What follows belongs to an exercise in optimizing a design on an open flow for small area; a production flow would make more cautious choices. In this exercise RTL edits were held to simulation tests only and were not proved equivalent to the original. Power and IR drop assume default switching activity.

lane 1:
// KamppherGuard
module KamppherGuard(
  input         clock,
  input         reset,
  input  [7:0]  io_MOSIBuffer,
  input  [7:0]  io_MISOBuffer,
  input         io_BufferChanged,
  input  [4:0]  io_PartitionWriteEnables,
  output        io_IsOk,
  output [4:0]  io_WriteRegion,
  output [5:0]  io_Command,
  output        io_CommandReadFinished,
  output        io_ArgumentReadFinished,
  output        io_ReadSuccess,
  output        io_WaitingWriteToken,
  output        io_IsDataReading,
  output        io_IsBusy,
  output [31:0] io_DataBlockSize,
  output [31:0] io_Partition1Start,
  output [31:0] io_Partition2Start,
  output [31:0] io_Partition3Start,
  output [31:0] io_Partition4Start
);
  reg bc1, bc2;
  wire stb = io_BufferChanged & bc1 & ~bc2;
  always @(posedge clock) begin
    bc1 <= io_BufferChanged;
    bc2 <= bc1;
  end
  wire        slave_CommandReadFinished;
  wire        slave_ArgumentReadFinished;
  wire        slave_ReadSuccess;
  wire [5:0]  slave_Command;
  wire [31:0] slave_CommandArgument;
  wire [31:0] slave_WritingAddress;
  wire        slave_WaitingWriteToken;
  wire [31:0] ctrl_DataBlockSize;
  wire [31:0] master_DataBlocksCount;
  wire        master_DataBlocksCountChanged;
  wire        master_IsDataReading;
  wire        master_IsBusy;
  wire [31:0] mbr_p1, mbr_p2, mbr_p3, mbr_p4;
  wire [22:0] conv_s1, conv_s2, conv_s3, conv_s4;
  wire [3:0]  conv_zero;
  SpiSlaveReceiver slave (
    .clock(clock),
    .reset(reset),
    .io_Strobe(stb),
    .io_InputBuffer(io_MOSIBuffer),
    .io_DataBlockSize(ctrl_DataBlockSize),
    .io_CommandReadFinished(slave_CommandReadFinished),
    .io_ArgumentReadFinished(slave_ArgumentReadFinished),
    .io_ReadSuccess(slave_ReadSuccess),
    .io_Command(slave_Command),
    .io_CommandArgument(slave_CommandArgument),
    .io_WritingAddress(slave_WritingAddress),
    .io_WaitingWriteToken(slave_WaitingWriteToken)
  );
  SpiController ctrl (
  ...
clock: 10.0 ns
lec_check: 0
abc_area: 1
cap_margin: 20
core_margin: 2
core_utilization: 40
slew_margin: 20
standard.sh (not shown) runs the stock make flow with config.mk's settings and CLKGATE_MAP_FILE= SYNTH_SCRIPT=/design/flow/synth_recipe.tcl, a recipe that flattens the netlist after the stock synthesis.
==> flow/flow/run.sh <==
#!/bin/bash
# The standard layout (standard.sh), with three changes to how it is made:
# - synthesis maps logic with the ABC script in flow/abc_area.script, which
#   recovers more area than ORFS's (registers are mapped before ABC runs,
#   so they are the standard synthesis's);
# - port buffers are the smallest buffer, buf_1;
# - clock tree synthesis uses larger sink clusters and no dummy loads.
set -euo pipefail
rm -rf scripts_local
cp -r "$FLOW_HOME/scripts" scripts_local
cp flow/abc_area.script scripts_local/abc_area.script
export BUFFER_PORTS_ARGS="-buffer_cell sky130_fd_sc_hd__buf_1"
export CTS_ARGS="-sink_clustering_enable -repair_clock_nets -dont_use_dummy_load -sink_clustering_size 8 -sink_clustering_max_diameter 40 -buf_list sky130_fd_sc_hd__clkbuf_4"
bash standard.sh SCRIPTS_DIR="$PWD/scripts_local" finish > standard.log 2>&1
==> flow/flow/abc_area.script <==
strash
dc2
strash
&get -n
&deepsyn -T 40
&dch -f
&nf -R 1000
&put
topo
stime -c
dnsize -c
Looking at the reports, lane 1 completed the entire flow and the layout it produced met the timing, DRC and antenna checks.
diff inputs: lane 1 => lane 2
==> flow/flow/run.sh <==
#!/bin/bash
# The standard layout (standard.sh), with three changes to how it is made:
# - synthesis maps logic with the ABC script in flow/abc_area.script, which
#   recovers more area than ORFS's (registers are mapped before ABC runs,
#   so they are the standard synthesis's);
#   ABC also maps the adders (ADDER_MAP_FILE is left empty), instead of
#   Yosys's full- and half-adder extraction;
# - port buffers are the smallest buffer, buf_1;
# - clock tree synthesis uses larger sink clusters and no dummy loads.
set -euo pipefail
rm -rf scripts_local
cp -r "$FLOW_HOME/scripts" scripts_local
cp flow/abc_area.script scripts_local/abc_area.script
export BUFFER_PORTS_ARGS="-buffer_cell sky130_fd_sc_hd__buf_1"
export CTS_ARGS="-sink_clustering_enable -repair_clock_nets -dont_use_dummy_load -sink_clustering_size 18 -sink_clustering_max_diameter 50 -buf_list sky130_fd_sc_hd__clkbuf_8"
bash standard.sh SCRIPTS_DIR="$PWD/scripts_local" ADDER_MAP_FILE= finish > standard.log 2>&1
--- a/flow/flow/abc_area.script
+++ b/flow/flow/abc_area.script
@@ -7,4 +7,9 @@
 &nf -R 1000
 &put
+strash
+&get -n
+&dch -f
+&nf -R 1000
+&put
 topo
 stime -c
==> comparison <==
Status: effective utilization at floorplan parity (lane 2, lane 1)
Sequential cell fraction of total power for lane 2: 2.0 points down relative to lane 1
Comparing fraction of standard cell area in multi-input logic for lane 1 and lane 2, the smaller number came from lane 1.
Lane 1 → lane 2: arrival time at the worst endpoint dropped 1990 ps, sequential portion of the cell area comparable.
From lane 1 to lane 2, number of cells on the worst hold path did not move at all.
Lane 1 → lane 2: vertical extent of the die moved down; synthesis-to-layout area growth moved up.
diff inputs: lane 2 => lane 3
Settings: CORE_UTILIZATION: 40 -> 50.
--- a/flow/flow/run.sh
+++ b/flow/flow/run.sh
@@ -13,4 +13,4 @@
 cp flow/abc_area.script scripts_local/abc_area.script
 export BUFFER_PORTS_ARGS="-buffer_cell sky130_fd_sc_hd__buf_1"
-export CTS_ARGS="-sink_clustering_enable -repair_clock_nets -dont_use_dummy_load -sink_clustering_size 18 -sink_clustering_max_diameter 50 -buf_list sky130_fd_sc_hd__clkbuf_8"
+export CTS_ARGS="-sink_clustering_enable -repair_clock_nets -dont_use_dummy_load -sink_clustering_size 16 -sink_clustering_max_diameter 60 -buf_list sky130_fd_sc_hd__clkbuf_8"
 bash standard.sh SCRIPTS_DIR="$PWD/scripts_local" ADDER_MAP_FILE= finish > standard.log 2>&1
[summary]
Between lane 3 and lane 2, the number of distinct library cells after synthesis does not differ in any meaningful way. | sum of routed wire segments on met1 | higher: lane 2 |. ~same number of nets at the end of the flow in lane 2 and lane 3. Going from lane 2 to lane 3, cell count decreased by about 6% relative to the old numbers; power share of the clock group fell 1.2 points. Lane 3 against lane 2: hold slack higher; final clock period utilization by the worst path lower; clock-pin slew on the worst setup and hold paths roughly the same; share of cell area taken by multi-input logic gates higher.
Setup changes, lane 3 to lane 4
Settings: changing CORE_UTILIZATION from 50 to 40.
==> flow/run.sh (new file) <==
#!/bin/bash
# synth_recipe.tcl (not shown) runs the flow's synth.tcl, then flattens the netlist and writes it again
# the make line also repeats each setting of config.mk as NAME=value (left out here)
make -C /OpenROAD-flow-scripts/flow DESIGN_CONFIG=/design/flow/config.mk WORK_HOME=/design/flow/orfs CLKGATE_MAP_FILE= SYNTH_SCRIPT=/design/flow/synth_recipe.tcl finish
removed: flow/flow/run.sh
removed: flow/flow/abc_area.script
removed: flow/standard.sh
==> notes.md <==
Average footprint of a synthesized cell for lane 4: 0.91 sq um down relative to lane 3. In the metrics for lane 3 and lane 4, the one carrying the higher post-synthesis simple-gate area fraction is lane 3. The higher non-clock buffer count came out of lane 3. Summary of lane 4 over lane 3: design area now larger; global-route usage now smaller; net count of the mapped netlist now larger. Lane 4: no failed stages, no open violations at the end. Of lane 3 and lane 4, the lower sequential fraction of the synthesis area belongs to lane 4. On slew at the pin closest to its max-slew limit: between lane 3 and lane 4, it ends up higher for lane 4. For the effective utilization at floorplan, lane 4 came in 10 points lower than lane 3 did. Going from lane 3 to lane 4, clock buffer count grows by 11.

* * *

KamppherGuard again, from the RTL that the note above started with.
==> flow/design.v (excerpt) <==
module KamppherGuard(
  input         clock,
  input         reset,
  input  [7:0]  io_MOSIBuffer,
  input  [7:0]  io_MISOBuffer,
  input         io_BufferChanged,
  input  [4:0]  io_PartitionWriteEnables,
  output        io_IsOk,
  output [4:0]  io_WriteRegion,
  output [5:0]  io_Command,
  output        io_CommandReadFinished,
  output        io_ArgumentReadFinished,
  output        io_ReadSuccess,
  output        io_WaitingWriteToken,
  output        io_IsDataReading,
  output        io_IsBusy,
  output [31:0] io_DataBlockSize,
  output [31:0] io_Partition1Start,
  output [31:0] io_Partition2Start,
  output [31:0] io_Partition3Start,
  output [31:0] io_Partition4Start
);
  reg bc1, bc2;
  wire stb = io_BufferChanged & bc1 & ~bc2;
  always @(posedge clock) begin
    bc1 <= io_BufferChanged;
    bc2 <= bc1;
  end
  wire        slave_CommandReadFinished;
  wire        slave_ArgumentReadFinished;
  wire        slave_ReadSuccess;
  wire [5:0]  slave_Command;
  wire [31:0] slave_CommandArgument;
  wire [31:0] slave_WritingAddress;
  wire        slave_WaitingWriteToken;
  ...
==> flow/config.mk <==
export PLATFORM = sky130hd
export DESIGN_NAME = KamppherGuard
export DESIGN_NICKNAME = KamppherGuard
export VERILOG_FILES = /design/flow/design.v
export SDC_FILE = /design/flow/constraint.sdc
export NUM_CORES = 4
export LEC_CHECK = 0
export ABC_AREA = 1
export CAP_MARGIN = 20
export CORE_MARGIN = 2
export CORE_UTILIZATION = 40
export SLEW_MARGIN = 20
==> flow/constraint.sdc <==
create_clock -name core_clock -period 10.0 [get_ports {clock}]
set_input_delay 2.0000 -clock core_clock [delete_from_list [all_inputs] [get_ports {clock}]]
set_output_delay 2.0000 -clock core_clock [all_outputs]
set_load 0.01 [all_outputs]
==> flow/flow/run.sh <==
#!/bin/bash
# The standard layout (standard.sh), with three changes to how it is made:
# - synthesis maps logic with the ABC script in flow/abc_area.script, which
#   recovers more area than ORFS's (registers are mapped before ABC runs,
#   so they are the standard synthesis's);
#   ABC also maps the adders (ADDER_MAP_FILE is left empty), instead of
#   Yosys's full- and half-adder extraction;
# - port buffers are the smallest buffer, buf_1;
# - clock tree synthesis uses larger sink clusters and no dummy loads.
set -euo pipefail
rm -rf scripts_local
cp -r "$FLOW_HOME/scripts" scripts_local
cp flow/abc_area.script scripts_local/abc_area.script
export BUFFER_PORTS_ARGS="-buffer_cell sky130_fd_sc_hd__buf_1"
export CTS_ARGS="-sink_clustering_enable -repair_clock_nets -dont_use_dummy_load -sink_clustering_size 16 -sink_clustering_max_diameter 60 -buf_list sky130_fd_sc_hd__clkbuf_8"
bash standard.sh SCRIPTS_DIR="$PWD/scripts_local" ADDER_MAP_FILE= finish > standard.log 2>&1
==> flow/flow/abc_area.script <==
strash
dc2
strash
&get -n
&deepsyn -T 40
&dch -f
&nf -R 1000
&put
topo
stime -c
dnsize -c
==> next run, changes <==
--- a/flow/flow/run.sh
+++ b/flow/flow/run.sh
@@ -14,3 +14,3 @@
 export BUFFER_PORTS_ARGS="-buffer_cell sky130_fd_sc_hd__buf_1"
-export CTS_ARGS="-sink_clustering_enable -repair_clock_nets -dont_use_dummy_load -sink_clustering_size 16 -sink_clustering_max_diameter 60 -buf_list sky130_fd_sc_hd__clkbuf_8"
+export CTS_ARGS="-sink_clustering_enable -repair_clock_nets -dont_use_dummy_load -sink_clustering_size 20 -sink_clustering_max_diameter 45 -buf_list sky130_fd_sc_hd__clkbuf_8"
 bash standard.sh SCRIPTS_DIR="$PWD/scripts_local" ADDER_MAP_FILE= finish > standard.log 2>&1
==> flow/flow/abc_area.script (replaced) <==
strash
dc2
strash
&get -n
&deepsyn -T 40
&dch -f
&nf -R 1000
&put
strash
&get -n
&dch -f
&nf -R 1000
&put
topo
stime -c
dnsize -c
The changed run finished clean.
Worst setup slack gets better by 0.073 ns.
Power increases by about 5%.
Cell count hardly moves.
==> next run, changes <==
==> flow/flow/run.sh (replaced) <==
#!/bin/bash
# The standard layout (standard.sh), with three changes to how it is made:
# - synthesis maps logic with the ABC script in flow/abc_area.script, which
#   recovers more area than ORFS's (registers are mapped before ABC runs,
#   so they are the standard synthesis's);
# - port buffers are the smallest buffer, buf_1;
# - clock tree synthesis uses larger sink clusters and no dummy loads.
set -euo pipefail
rm -rf scripts_local
cp -r "$FLOW_HOME/scripts" scripts_local
cp flow/abc_area.script scripts_local/abc_area.script
export BUFFER_PORTS_ARGS="-buffer_cell sky130_fd_sc_hd__buf_1"
export CTS_ARGS="-sink_clustering_enable -repair_clock_nets -dont_use_dummy_load -sink_clustering_size 24 -sink_clustering_max_diameter 60 -buf_list sky130_fd_sc_hd__clkbuf_16"
bash standard.sh SCRIPTS_DIR="$PWD/scripts_local" finish > standard.log 2>&1
==> flow/flow/abc_area.script (replaced) <==
strash
dc2
strash
&get -n
&dch -f
&nf -R 1000
&put
topo
stime -c
dnsize -c
Worst setup slack gets worse by 1.8 ns.
Cell area rises by 3.0%.
Non-clock buffer count rises by 8.
Synthesized area rises by 2.1%.
Worst hold slack gets better by 0.067 ns.
Routed wire length falls by 4.0%.
Final cell count falls by 6.2%.
Clock power rises by 16%.
==> next run, changes <==
--- a/flow/flow/run.sh
+++ b/flow/flow/run.sh
@@ -5,2 +5,4 @@
 #   so they are the standard synthesis's);
+#   ABC also maps the adders (ADDER_MAP_FILE is left empty), instead of
+#   Yosys's full- and half-adder extraction;
 # - port buffers are the smallest buffer, buf_1;
@@ -12,3 +14,3 @@
 export BUFFER_PORTS_ARGS="-buffer_cell sky130_fd_sc_hd__buf_1"
-export CTS_ARGS="-sink_clustering_enable -repair_clock_nets -dont_use_dummy_load -sink_clustering_size 24 -sink_clustering_max_diameter 60 -buf_list sky130_fd_sc_hd__clkbuf_16"
-bash standard.sh SCRIPTS_DIR="$PWD/scripts_local" finish > standard.log 2>&1
+export CTS_ARGS="-sink_clustering_enable -repair_clock_nets -dont_use_dummy_load -sink_clustering_size 16 -sink_clustering_max_diameter 60 -buf_list sky130_fd_sc_hd__clkbuf_8"
+bash standard.sh SCRIPTS_DIR="$PWD/scripts_local" ADDER_MAP_FILE= finish > standard.log 2>&1
==> flow/flow/abc_area.script (replaced) <==
strash
dc2
strash
&get -n
&deepsyn -T 40
&dch -f
&nf -R 1000
&put
strash
&get -n
&dch -f
&nf -R 1000
&put
topo
stime -c
dnsize -c
What happened: Count of clock-buffer cells in the layout is higher by 1. Synthesized cell count is higher by 11%. Via count is higher by 8.7%.

* * *

Starting RTL as in the previous note.
==> flow/config.mk <==
export PLATFORM = sky130hd
export DESIGN_NAME = KamppherGuard
export DESIGN_NICKNAME = KamppherGuard
export VERILOG_FILES = /design/flow/design.v
export SDC_FILE = /design/flow/constraint.sdc
export NUM_CORES = 4
export LEC_CHECK = 0
export ABC_AREA = 1
export CAP_MARGIN = 20
export CORE_MARGIN = 2
export CORE_UTILIZATION = 40
export SLEW_MARGIN = 20
==> flow/constraint.sdc <==
create_clock -name core_clock -period 10.0 [get_ports {clock}]
set_input_delay 2.0000 -clock core_clock [delete_from_list [all_inputs] [get_ports {clock}]]
set_output_delay 2.0000 -clock core_clock [all_outputs]
set_load 0.01 [all_outputs]
==> flow/flow/run.sh <==
#!/bin/bash
# The standard layout (standard.sh), with three changes to how it is made:
# - synthesis maps logic with the ABC script in flow/abc_area.script, which
#   recovers more area than ORFS's (registers are mapped before ABC runs,
#   so they are the standard synthesis's);
# - port buffers are the smallest buffer, buf_1;
# - clock tree synthesis uses larger sink clusters and no dummy loads.
set -euo pipefail
rm -rf scripts_local
cp -r "$FLOW_HOME/scripts" scripts_local
cp flow/abc_area.script scripts_local/abc_area.script
export BUFFER_PORTS_ARGS="-buffer_cell sky130_fd_sc_hd__buf_1"
export CTS_ARGS="-sink_clustering_enable -repair_clock_nets -dont_use_dummy_load -sink_clustering_size 16 -sink_clustering_max_diameter 60 -buf_list sky130_fd_sc_hd__clkbuf_8"
bash standard.sh SCRIPTS_DIR="$PWD/scripts_local" finish > standard.log 2>&1
==> flow/flow/abc_area.script <==
strash
dc2
strash
&get -n
&dch -f
&nf -R 1000
&put
topo
stime -c
dnsize -c
Then changed:
--- a/flow/flow/run.sh
+++ b/flow/flow/run.sh
@@ -5,0 +6,2 @@
+#   ABC also maps the adders (ADDER_MAP_FILE is left empty), instead of
+#   Yosys's full- and half-adder extraction;
@@ -13,2 +15,2 @@
-export CTS_ARGS="-sink_clustering_enable -repair_clock_nets -dont_use_dummy_load -sink_clustering_size 16 -sink_clustering_max_diameter 60 -buf_list sky130_fd_sc_hd__clkbuf_8"
-bash standard.sh SCRIPTS_DIR="$PWD/scripts_local" finish > standard.log 2>&1
+export CTS_ARGS="-sink_clustering_enable -repair_clock_nets -dont_use_dummy_load -sink_clustering_size 20 -sink_clustering_max_diameter 60 -buf_list sky130_fd_sc_hd__clkbuf_8"
+bash standard.sh SCRIPTS_DIR="$PWD/scripts_local" ADDER_MAP_FILE= finish > standard.log 2>&1
==> flow/flow/abc_area.script (replaced) <==
strash
dc2
strash
&get -n
&deepsyn -T 40
&dch -f
&nf -R 1000
&put
strash
&get -n
&dch -f
&nf -R 1000
&put
topo
stime -c
dnsize -c
=>
- design area falls by 2.3%
- register-to-register slack gains 2200 ps
- combinational power fell by 17%
- synthesized cell count goes up by 11%
- setup slack improved by 1700 ps
- count of clock-buffer cells in the layout shrinks by 2
- final cell count grows by 5.8%
Then changed:
==> flow/flow/run.sh (replaced) <==
#!/bin/bash
# Standard layout, with the port buffers made from the smallest buffer.
cp standard.sh standard.sh.txt 2>/dev/null
export BUFFER_PORTS_ARGS="-buffer_cell sky130_fd_sc_hd__buf_1"
bash standard.sh > standard.log 2>&1
removed: flow/flow/abc_area.script
=> Final area grows by 13%; die area grows by 8.7%; global-route usage falls by 1.1 points; worst setup slack gets worse by 1000 ps; total power goes up by 36%; routed wire length came out higher by 1.3%; core utilization rose by 1.7 points.
Then changed:
==> flow/flow/run.sh (replaced) <==
#!/bin/bash
# The standard layout (standard.sh), with three changes to how it is made:
# - synthesis maps logic with the ABC script in flow/abc_area.script, which
#   recovers more area than ORFS's (registers are mapped before ABC runs,
#   so they are the standard synthesis's);
# - port buffers are the smallest buffer, buf_1;
# - clock tree synthesis uses larger sink clusters and no dummy loads.
set -euo pipefail
rm -rf scripts_local
cp -r "$FLOW_HOME/scripts" scripts_local
cp flow/abc_area.script scripts_local/abc_area.script
export BUFFER_PORTS_ARGS="-buffer_cell sky130_fd_sc_hd__buf_1"
export CTS_ARGS="-sink_clustering_enable -repair_clock_nets -dont_use_dummy_load -sink_clustering_size 16 -sink_clustering_max_diameter 60 -buf_list sky130_fd_sc_hd__clkbuf_8"
bash standard.sh SCRIPTS_DIR="$PWD/scripts_local" finish > standard.log 2>&1
==> flow/flow/abc_area.script (new file) <==
strash
dc2
strash
&get -n
&deepsyn -T 40
&dch -f
&nf -R 1000
&put
topo
stime -c
dnsize -c
The new run produced a clean layout. Global-route usage goes up by 1.1 points. Sequential share of layout area goes up by 5.5 points. Core utilization goes down by 1.6 points. Setup slack loses 770 ps. Design area goes down by 10%. Hold slack loses 22 ps. Non-clock buffer count goes down by 4. Wire length goes down by 1.0%. Count of clock-buffer cells in the layout goes down by 20. Cell count goes down by 19%. Power goes down by 25%.

separate check: timing with driven ports:
How much do the figures lean on ideal ports? The routed layouts below were timed once more, with nothing changed but the port constraints.
Step 1, drivers: a clkbuf_16 drives clock and a buf_2 each remaining input, both assumed.
Step 2 moves the port delays by t, midway between the first and last clock arrival at a register: inputs arrive t later, outputs are due t later. That takes back most of the time a late clock gives input paths.
Three values: ideal, step 1, step 2; two values: the first two.
| run | t (ns) | setup WS [ns] | latest minus earliest clock arrival (ns) | pins driven straight from the clock port |
|---|---|---|---|---|
| lane 1 | 0.819 | 0.819 / 0.768 / 0.978 | 0.145 / 0.145 | 1 |
| lane 2 | 0.611 | 2.814 / 2.768 / 3.301 | 0.097 / 0.097 | 1 |
| lane 3 | 0.578 | 2.938 / 2.889 / 3.274 | 0.061 / 0.060 | 1 |
| lane 4 | 0.593 | 1.426 / 1.426 / 1.426 | 0.023 / 0.023 | 1 |
| the first run of note 2 | 0.664 | 2.796 / 2.796 / 2.796 | 0.101 / 0.101 | 1 |
| the second run of note 2 | 0.614 | 2.869 / 2.822 / 3.332 | 0.100 / 0.100 | 1 |
| the third run of note 2 | 0.607 | 1.076 / 1.076 / 1.076 | 0.043 / 0.042 | 1 |
| the fourth run of note 2 | 0.648 | 2.802 / 2.754 / 3.335 | 0.080 / 0.080 | 1 |
| the first run of note 3 | 0.651 | 1.078 / 1.078 / 1.078 | 0.055 / 0.055 | 1 |
| the second run of note 3 | 0.642 | 2.768 / 2.720 / 3.284 | 0.123 / 0.124 | 1 |
| the third run of note 3 | 0.600 | 1.737 / 1.737 / 1.737 | 0.028 / 0.028 | 1 |
| the fourth run of note 3 | 0.648 | 0.972 / 0.919 / 0.981 | 0.086 / 0.086 | 1 |
After both steps setup and hold are still met in every run listed.
